What follows belongs to an exercise in optimizing a design on an open flow for small area; a production flow would make more cautious choices.
Only simulation tests tie the RTL to the original design; equivalence was not proved.
The clock port is modelled as an ideal driver; clocking choices that lean on that would not hold on a real chip.
Power figures rest on the tool's default switching activity, not on a simulated workload.

==> flow/design.v (excerpt) <==
module radar_system(
    input wire clk,              
    input wire rst,              
    output wire pwm,             
    output wire trig,            
    input wire echo,             
    input wire [7:0] angle,      
    output wire [15:0] distance  
);
Size in the first run: about 270 cells after synthesis, roughly 29 I/O pins, roughly 3000 sq um of cells after synthesis.
==> module servo_motor, before the edit <==
module servo_motor (
    input wire clk,
    input wire rst,
    input wire [7:0] duty_cycle,
    output reg servo_control
);
    reg [6:0] clo;    
    reg [5:0] fb;     
    wire [5:0] f = ~fb;
    reg [9:0] hb;     
    wire [9:0] h = ~hb;
    reg       gt;     
    wire step  = clo[6] & clo[5] & clo[1] & clo[0];       
    wire wrap  = h[9] & ~h[8] & h[6] & h[5];               
    wire first = h[9] & h[8] & ~h[7];                      
    wire neg   = h[9] & h[8] & h[7];                       
    wire mid   = ~h[9] & ~h[8];                            
    wire fine  = (f < 6'd9);
    wire hinc  = step & (mid ? fine : (f == 6'd0));
    wire [9:0] hn = (wrap | first) ? 10'd1004 : h + {9'd0, hinc};
    always @(posedge clk or posedge rst) begin
        if (rst) begin
            clo <= 0;
            fb <= ~6'd41;
            hb <= ~10'd895;
            servo_control <= 0;
        end else begin
            clo <= step ? 7'd0 : clo + {6'd0, ~wrap};
            if (step) fb <= ~(fine ? f + 6'd41 : f - 6'd9);
            hb <= ~hn;
            servo_control <= neg | (mid & gt);
        end
    end
    always @(posedge clk) gt <= duty_cycle > hn[7:0];
endmodule
clock: 25.0 ns
lec_check: 0
cap_margin: 20
core_margin: 2
core_utilization: 40
slew_margin: 20
standard.sh (not shown) runs the stock make flow with config.mk's settings and CLKGATE_MAP_FILE= SYNTH_SCRIPT=/design/flow/synth_recipe.tcl, a recipe that flattens the netlist after the stock synthesis.
==> flow/flow/run.sh <==
#!/bin/bash
# The standard layout (standard.sh) with these changes:
#  - synthesis is synth_recipe.tcl unchanged except for the abc call that maps the logic
#    (flow/synth.tcl): it tries the area-oriented scripts flow/abc_*.abc and keeps the
#    smallest result; adders are left to abc (no ADDER_MAP_FILE), not mapped to ha/fa cells;
#  - each port gets a buf_1 as its port buffer;
#  - the clock is distributed by flow/clock_tree.tcl (run just before the CTS step): the
#    registers are split by position into CLK_GROUPS groups, each driven by one clock buffer
#    at its centre, and a root buffer drives the group buffers, so the clock port drives one
#    cell; TritonCTS then finds the clock already buffered and adds nothing.
set -euo pipefail
W=$PWD
export FLOW_SYNTH_TCL=$W/synth_recipe.tcl
export AREA_ABC_SCRIPTS="$(ls $W/flow/abc_*.abc | tr '\n' ' ')"
export ADDER_MAP_FILE=
export BUFFER_PORTS_ARGS="-buffer_cell sky130_fd_sc_hd__buf_1"
export PRE_CTS_TCL=$W/flow/clock_tree.tcl
export CLK_GROUPS=6
export CLK_BUF_CELL=sky130_fd_sc_hd__clkbuf_8
export CLK_ROOT_CELL=sky130_fd_sc_hd__clkbuf_4
export CTS_ARGS="-sink_clustering_enable -repair_clock_nets -dont_use_dummy_load"
sed "s#SYNTH_SCRIPT=[^ ]*#SYNTH_SCRIPT=$W/flow/synth.tcl#" standard.sh > standard_area.sh
grep -q "SYNTH_SCRIPT=$W/flow/synth.tcl" standard_area.sh
bash standard_area.sh > standard_make.log 2>&1
Other scripts of this flow, unchanged in this note and not shown: flow/flow/abc_a1.abc, flow/flow/abc_a3.abc, flow/flow/abc_a4.abc, flow/flow/abc_a7.abc, flow/flow/abc_a8.abc, flow/flow/clock_tree.tcl, flow/flow/synth.tcl
The first run completed without violations.
==> next run, changes <==
--- a/flow/design.v
+++ b/flow/design.v
@@ -19,13 +19,13 @@
     wire hinc  = step & (mid ? fine : (f == 6'd0));
     wire [9:0] hn = (wrap | first) ? 10'd1004 : h + {9'd0, hinc};
     always @(posedge clk or posedge rst) begin
         if (rst) begin
             clo <= 0;
             fb <= ~6'd41;
-            hb <= ~10'd895;
+            hb <= ~10'd768;
             servo_control <= 0;
         end else begin
             clo <= step ? 7'd0 : clo + {6'd0, ~wrap};
             if (step) fb <= ~(fine ? f + 6'd41 : f - 6'd9);
             hb <= ~hn;
             servo_control <= neg | (mid & gt);
Routed wire length falls by a few percent.
Register-to-register slack hardly moves.
Global-route usage falls by 0.39 points.
Area after synthesis barely changes.
Sequential share of layout area rises by 0.11 points.
Synthesized cell count does not change.
Design area is about the same.
Die area barely changes.
Worst setup slack gains 11 ps.
Cell count does not change.
Combinational power is about the same.
Total power falls slightly.

---

The RTL this note starts from:
==> flow/design.v <==
module servo_motor (
    input wire clk,
    input wire rst,
    input wire [7:0] duty_cycle,
    output reg servo_control
);
    reg [6:0] clo;    
    reg [5:0] f;
    reg [9:0] h;
    reg [7:0] a;      
    wire step  = clo[6] & clo[5] & clo[1] & clo[0];       
    wire wrap  = h[9] & ~h[8] & h[6] & h[5];               
    wire first = h[9] & h[8] & ~h[7];                      
    wire neg   = h[9] & h[8] & h[7];                       
    wire mid   = ~h[9] & ~h[8];                            
    wire fine  = (f < 6'd9);
    wire hinc  = step & (mid ? fine : (f == 6'd0));
    always @(posedge clk or posedge rst) begin
        if (rst) begin
            clo <= 0;
            f <= 6'd41;
            h <= 10'd768;
            servo_control <= 0;
        end else begin
            clo <= step ? 7'd0 : clo + {6'd0, ~wrap};
            if (step) f <= fine ? f + 6'd41 : f - 6'd9;
            h <= (wrap | first) ? 10'd1004 : h + {9'd0, hinc};
            servo_control <= neg | (mid & (a > h[7:0]));
        end
    end
    always @(posedge clk) a <= duty_cycle;
endmodule
module ultrasonic_sensor(
    input clk,
    input rst,
    output reg trig,
    input echo,
    output reg [15:0] distance
    );
    reg [19:0] t;
    reg [14:0] q;
    reg [5:0]  e;
    reg        m;      
    wire tz = (t[18:0] == 19'd0);
    wire tset = tz & ~t[19];                                        
    wire tclr = t[16] & t[15] & t[10] & t[7] & t[6] & t[2];         
    wire elast = e[4] & e[3] & e[2] & e[1] & e[0];                 
    wire ewrap = q[14] & q[10] & q[9] & q[7] & q[4] & q[3] & q[2] & q[1]
               & e[3] & e[2] & e[1] & e[0];                         
    always @(posedge clk or posedge rst) begin
        if (rst) begin
            t <= 0;
            trig <= 0;
            m <= 0;
            distance <= 0;
        end else begin
            t <= {t[18:0], t[19] ^ t[16] ^ tz};
            trig <= tset | (trig & ~tclr);
            m <= echo;
            if (~echo & m) distance <= {1'b0, q};
        end
    end
    always @(posedge clk) begin
        if (~m) begin
            q <= 0;
            e <= 6'd1;                                              
        end else if (ewrap) begin
            q <= 0;
            e <= 0;
        end else if (elast) begin
            q <= q + 15'd1;
            e <= 0;
        end else
            e <= {e[4:0], ~(e[5] ^ e[0])};
    end
endmodule
module radar_system(
    input wire clk,              
    input wire rst,              
    output wire pwm,             
    output wire trig,            
    input wire echo,             
    input wire [7:0] angle,      
    output wire [15:0] distance  
);
    servo_motor servo_inst(
        .clk(clk),
        .rst(rst),
        .duty_cycle(angle),
        .servo_control(pwm)
    );
    ultrasonic_sensor sensor_inst(
        .clk(clk),
        .rst(rst),
        .trig(trig),
        .echo(echo),
        .distance(distance)
    );
endmodule
export LEC_CHECK = 0
export CAP_MARGIN = 20
export CORE_MARGIN = 2
export CORE_UTILIZATION = 40
export SLEW_MARGIN = 20
create_clock -name core_clock -period 25.0 [get_ports {clk}]
==> flow/flow/run.sh <==
#!/bin/bash
# The standard layout (standard.sh) with three changes:
#  - synthesis is synth_recipe.tcl unchanged, but abc uses flow/area.abc (area-oriented mapping),
#    and adders are left to abc instead of being mapped to ha/fa cells first (no ADDER_MAP_FILE);
#  - each port gets a buf_1 as its port buffer;
#  - clock tree synthesis adds no dummy loads.
set -euo pipefail
W=$PWD
export AREA_ABC_SCRIPT=$W/flow/area.abc
export FLOW_SYNTH_TCL=$W/synth_recipe.tcl
export ADDER_MAP_FILE=
export BUFFER_PORTS_ARGS="-buffer_cell sky130_fd_sc_hd__buf_1"
export CTS_ARGS="-sink_clustering_enable -repair_clock_nets -dont_use_dummy_load"
sed "s#SYNTH_SCRIPT=[^ ]*#SYNTH_SCRIPT=$W/flow/synth.tcl#" standard.sh > standard_area.sh
grep -q "SYNTH_SCRIPT=$W/flow/synth.tcl" standard_area.sh
bash standard_area.sh > standard_make.log 2>&1
==> flow/flow/area.abc <==
strash
&get -n
&deepsyn -T 30
&put
dch -f
amap
strash
dch -f
amap
topo
stime -c
==> flow/flow/synth.tcl <==
# The standard synthesis (synth_recipe.tcl, sourced unchanged), except that abc maps the
# logic with flow/area.abc, an area-oriented script, instead of ORFS's speed script.
proc abc {args} {
  set i [lsearch $args -script]
  if {$i >= 0} { lset args [expr {$i + 1}] $::env(AREA_ABC_SCRIPT) }
  yosys abc {*}$args
}
source $::env(FLOW_SYNTH_TCL)
Then changed:
--- a/flow/design.v
+++ b/flow/design.v
@@ -4,28 +4,29 @@
     input wire [7:0] duty_cycle,
     output reg servo_control
 );
-    reg [6:0] clo;    
-    reg [5:0] f;
-    reg [9:0] h;
-    reg [7:0] a;      
-    wire step  = clo[6] & clo[5] & clo[1] & clo[0];       
-    wire wrap  = h[9] & ~h[8] & h[6] & h[5];               
-    wire first = h[9] & h[8] & ~h[7];                      
-    wire neg   = h[9] & h[8] & h[7];                       
-    wire mid   = ~h[9] & ~h[8];                            
-    wire fine  = (f < 6'd9);
-    wire hinc  = step & (mid ? fine : (f == 6'd0));
+    reg [6:0]  clo;    
+    reg [5:0]  r;      
+    reg [11:0] g;      
+    reg [7:0]  a;      
+    wire step = (clo[6] & clo[5] & clo[1] & clo[0]);            
+    wire wrap = g[11] & g[10] & ~g[9] & g[8] & g[6] & g[4] & g[3] & g[2] & g[0];  
+    wire first = g[11] & g[10] & g[9] & ~g[8];                  
+    wire rlast = r[5] & r[4] & r[0];                             
+    wire ginc = step & (r == 6'd4 || r == 6'd10 || r == 6'd15 || r == 6'd21 || r == 6'd26 ||
+                        r == 6'd32 || r == 6'd37 || r == 6'd43 || r == 6'd49);
+    wire neg  = g[11] & g[10] & g[9] & g[8];                     
+    wire mid  = (g[11:8] == 4'd0);                               
     always @(posedge clk or posedge rst) begin
         if (rst) begin
             clo <= 0;
-            f <= 6'd41;
-            h <= 10'd768;
+            r <= 0;
+            g <= 12'hE4D;
             servo_control <= 0;
         end else begin
             clo <= step ? 7'd0 : clo + {6'd0, ~wrap};
-            if (step) f <= fine ? f + 6'd41 : f - 6'd9;
-            h <= (wrap | first) ? 10'd1004 : h + {9'd0, hinc};
-            servo_control <= neg | (mid & (a > h[7:0]));
+            if (step) r <= rlast ? 6'd0 : r + 6'd1;
+            g <= (wrap | first) ? 12'hF4D : g + {11'd0, ginc};
+            servo_control <= neg | (mid & (a >= g[7:0]));
         end
     end
     always @(posedge clk) a <= duty_cycle;
Via count goes up by 4.4%.
Cell area goes up by 3.2%.
Routed wire length grows by 9.6%.
Setup slack gets better by 0.013 ns.
Area after synthesis increases by 3.5%.
Global-route usage rises by 0.32 points.
Count of clock-buffer cells in the layout does not change.
Register-to-register slack improved by 0.06 ns.
Sequential cell count went up by 2.
Cell count goes up by 3.9%.
Core utilization decreases by 0.88 points.
Critical path depth stays the same.

---

## trial 47
Another version of the RTL of radar_system (not shown whole).
For scale: ~300 cells after synthesis, about 29 I/O pins, roughly 3000 um^2 of cells after synthesis.
==> module servo_motor, before the edit <==
module servo_motor (
    input wire clk,
    input wire rst,
    input wire [7:0] duty_cycle,
    output reg servo_control
);
    reg [6:0] clo;    
    reg [5:0] f;
    reg [9:0] h;
    reg       gt;     
    wire step  = clo[6] & clo[5] & clo[1] & clo[0];       
    wire wrap  = h[9] & ~h[8] & h[6] & h[5];               
    wire first = h[9] & h[8] & ~h[7];                      
    wire neg   = h[9] & h[8] & h[7];                       
    wire mid   = ~h[9] & ~h[8];                            
    wire fine  = (f < 6'd9);
    wire hinc  = step & (mid ? fine : (f == 6'd0));
    wire [9:0] hn = (wrap | first) ? 10'd1004 : h + {9'd0, hinc};
    always @(posedge clk or posedge rst) begin
        if (rst) begin
            clo <= 0;
            f <= 6'd41;
            h <= 10'd768;
            servo_control <= 0;
        end else begin
            clo <= step ? 7'd0 : clo + {6'd0, ~wrap};
            if (step) f <= fine ? f + 6'd41 : f - 6'd9;
            h <= hn;
            servo_control <= neg | (mid & gt);
        end
    end
    always @(posedge clk) gt <= duty_cycle > hn[7:0];
endmodule
export LEC_CHECK = 0
export CAP_MARGIN = 20
export CORE_MARGIN = 2
export CORE_UTILIZATION = 40
export SLEW_MARGIN = 20
create_clock -name core_clock -period 25.0 [get_ports {clk}]
==> flow/flow/run.sh <==
#!/bin/bash
# The standard layout (standard.sh) with these changes:
#  - synthesis is synth_recipe.tcl unchanged except for the abc call that maps the logic
#    (flow/synth.tcl): it tries the area-oriented scripts flow/abc_*.abc and keeps the
#    smallest result; adders are left to abc (no ADDER_MAP_FILE), not mapped to ha/fa cells;
#  - each port gets a buf_1 as its port buffer;
#  - the clock is distributed by flow/clock_tree.tcl (run just before the CTS step): the
#    registers are split by position into CLK_GROUPS groups, each driven by one clock buffer
#    at its centre, and a root buffer drives the group buffers, so the clock port drives one
#    cell; TritonCTS then finds the clock already buffered and adds nothing.
set -euo pipefail
W=$PWD
export FLOW_SYNTH_TCL=$W/synth_recipe.tcl
export AREA_ABC_SCRIPTS="$(ls $W/flow/abc_*.abc | tr '\n' ' ')"
export ADDER_MAP_FILE=
export BUFFER_PORTS_ARGS="-buffer_cell sky130_fd_sc_hd__buf_1"
export PRE_CTS_TCL=$W/flow/clock_tree.tcl
export CLK_GROUPS=6
export CLK_BUF_CELL=sky130_fd_sc_hd__clkbuf_8
export CLK_ROOT_CELL=sky130_fd_sc_hd__clkbuf_4
export CTS_ARGS="-sink_clustering_enable -repair_clock_nets -dont_use_dummy_load"
sed "s#SYNTH_SCRIPT=[^ ]*#SYNTH_SCRIPT=$W/flow/synth.tcl#" standard.sh > standard_area.sh
grep -q "SYNTH_SCRIPT=$W/flow/synth.tcl" standard_area.sh
bash standard_area.sh > standard_make.log 2>&1
Other scripts of this flow, unchanged in this note and not shown: flow/flow/abc_a1.abc, flow/flow/abc_a3.abc, flow/flow/abc_a4.abc, flow/flow/abc_a7.abc, flow/flow/abc_a8.abc, flow/flow/clock_tree.tcl, flow/flow/synth.tcl
Trial 47 completed end to end with timing, DRC and antenna clean.
The inputs of build 39 differ from those of trial 47 as listed below.
--- a/flow/design.v
+++ b/flow/design.v
@@ -4,12 +4,15 @@
     input wire [7:0] duty_cycle,
     output reg servo_control
 );
     reg [6:0] clo;    
-    reg [5:0] f;
-    reg [9:0] h;
+    reg [5:0] fb;     
+    wire [5:0] f = ~fb;
+    reg [9:0] hb;     
+    wire [9:0] h = ~hb;
     reg       gt;     
-    wire step  = clo[6] & clo[5] & clo[1] & clo[0];       
+    wire cz6   = (clo[5:0] == 6'd0);
+    wire step  = clo[6] & cz6;                             
     wire wrap  = h[9] & ~h[8] & h[6] & h[5];               
     wire first = h[9] & h[8] & ~h[7];                      
     wire neg   = h[9] & h[8] & h[7];                       
     wire mid   = ~h[9] & ~h[8];                            
@@ -18,15 +21,16 @@
     wire [9:0] hn = (wrap | first) ? 10'd1004 : h + {9'd0, hinc};
     always @(posedge clk or posedge rst) begin
         if (rst) begin
             clo <= 0;
-            f <= 6'd41;
-            h <= 10'd768;
+            fb <= ~6'd41;
+            hb <= ~10'd895;
             servo_control <= 0;
         end else begin
-            clo <= step ? 7'd0 : clo + {6'd0, ~wrap};
-            if (step) f <= fine ? f + 6'd41 : f - 6'd9;
-            h <= hn;
+            clo <= {clo[5], clo[4], clo[3] ^ (~clo[6] & cz6 & ~wrap), clo[2], clo[1], clo[0],
+                    clo[6] ^ clo[5] ^ (cz6 & ~wrap)};
+            if (step) fb <= ~(fine ? f + 6'd41 : f - 6'd9);
+            hb <= ~hn;
             servo_control <= neg | (mid & gt);
         end
     end
     always @(posedge clk) gt <= duty_cycle > hn[7:0];
Notes after the runs:
The final reports for build 39 and trial 47 show HPWL after detailed placement lower in the former. Build 39 vs trial 47: net switching power down by a few percent. Diff build 39..trial 47 | global-route congestion overflow total | unchanged. As far as data arrival at the endpoint of the critical path is concerned, trial 47 and build 39 perform about the same. The flow did not stop early for build 39: all stages ran, and the layout cleared the timing, DRC and antenna checks. Setup slack (lower): build 39. Side by side, routed wire length turned out lower in build 39 than in trial 47. Wire length of the first global-routing pass: build 39 vs trial 47 down 870 um. Looking at trial 47 and build 39, the part of the cycle the worst path needs is a wash. When build 39 is set beside trial 47, its first-iteration DRC count turns out to be 44% larger. Sort trial 47 and build 39 by number of placed cells counting well taps desc -> top: trial 47.

==> what the ideal ports hide <==
The results above use ideal ports. As a check the final layouts listed here were re-extracted and re-timed, cells and wires unchanged.
Step 1, drivers: a clkbuf_16 drives clk and a buf_2 each remaining input, both assumed.
Step 2, shift: input delay + t, output delay - t, t = (earliest + latest rising clock arrival at the registers) / 2. This alone moves slack from input paths to output paths.
a / b / c = ideal / step 1 / step 2; a / b = the first two.
run	t (ns)	setup slack, ns	latest minus earliest clock arrival (ns)	slew at the worst register clock pin (ns)	cell pins on the clock port's net
the first run of note 1	0.429	19.027 / 18.999 / 18.688	0.019 / 0.019	0.09 / 0.09	1
the second run of note 1	0.424	19.038 / 19.012 / 18.711	0.008 / 0.008	0.09 / 0.09	1
the first run of note 2	0.364	19.005 / 19.015 / 18.651	0.022 / 0.021	0.08 / 0.08	1
the second run of note 2	0.370	19.018 / 19.027 / 18.656	0.030 / 0.031	0.09 / 0.09	1
trial 47	0.432	19.041 / 19.014 / 18.799	0.013 / 0.013	0.09 / 0.09	1
build 39	0.425	19.034 / 19.007 / 18.930	0.022 / 0.023	0.10 / 0.10	1
After both steps every run listed still meets setup and hold. For the second run of note 2, which loses most, drivers alone change the setup slack by +0.009 ns; drivers and shift together by -0.362 ns.
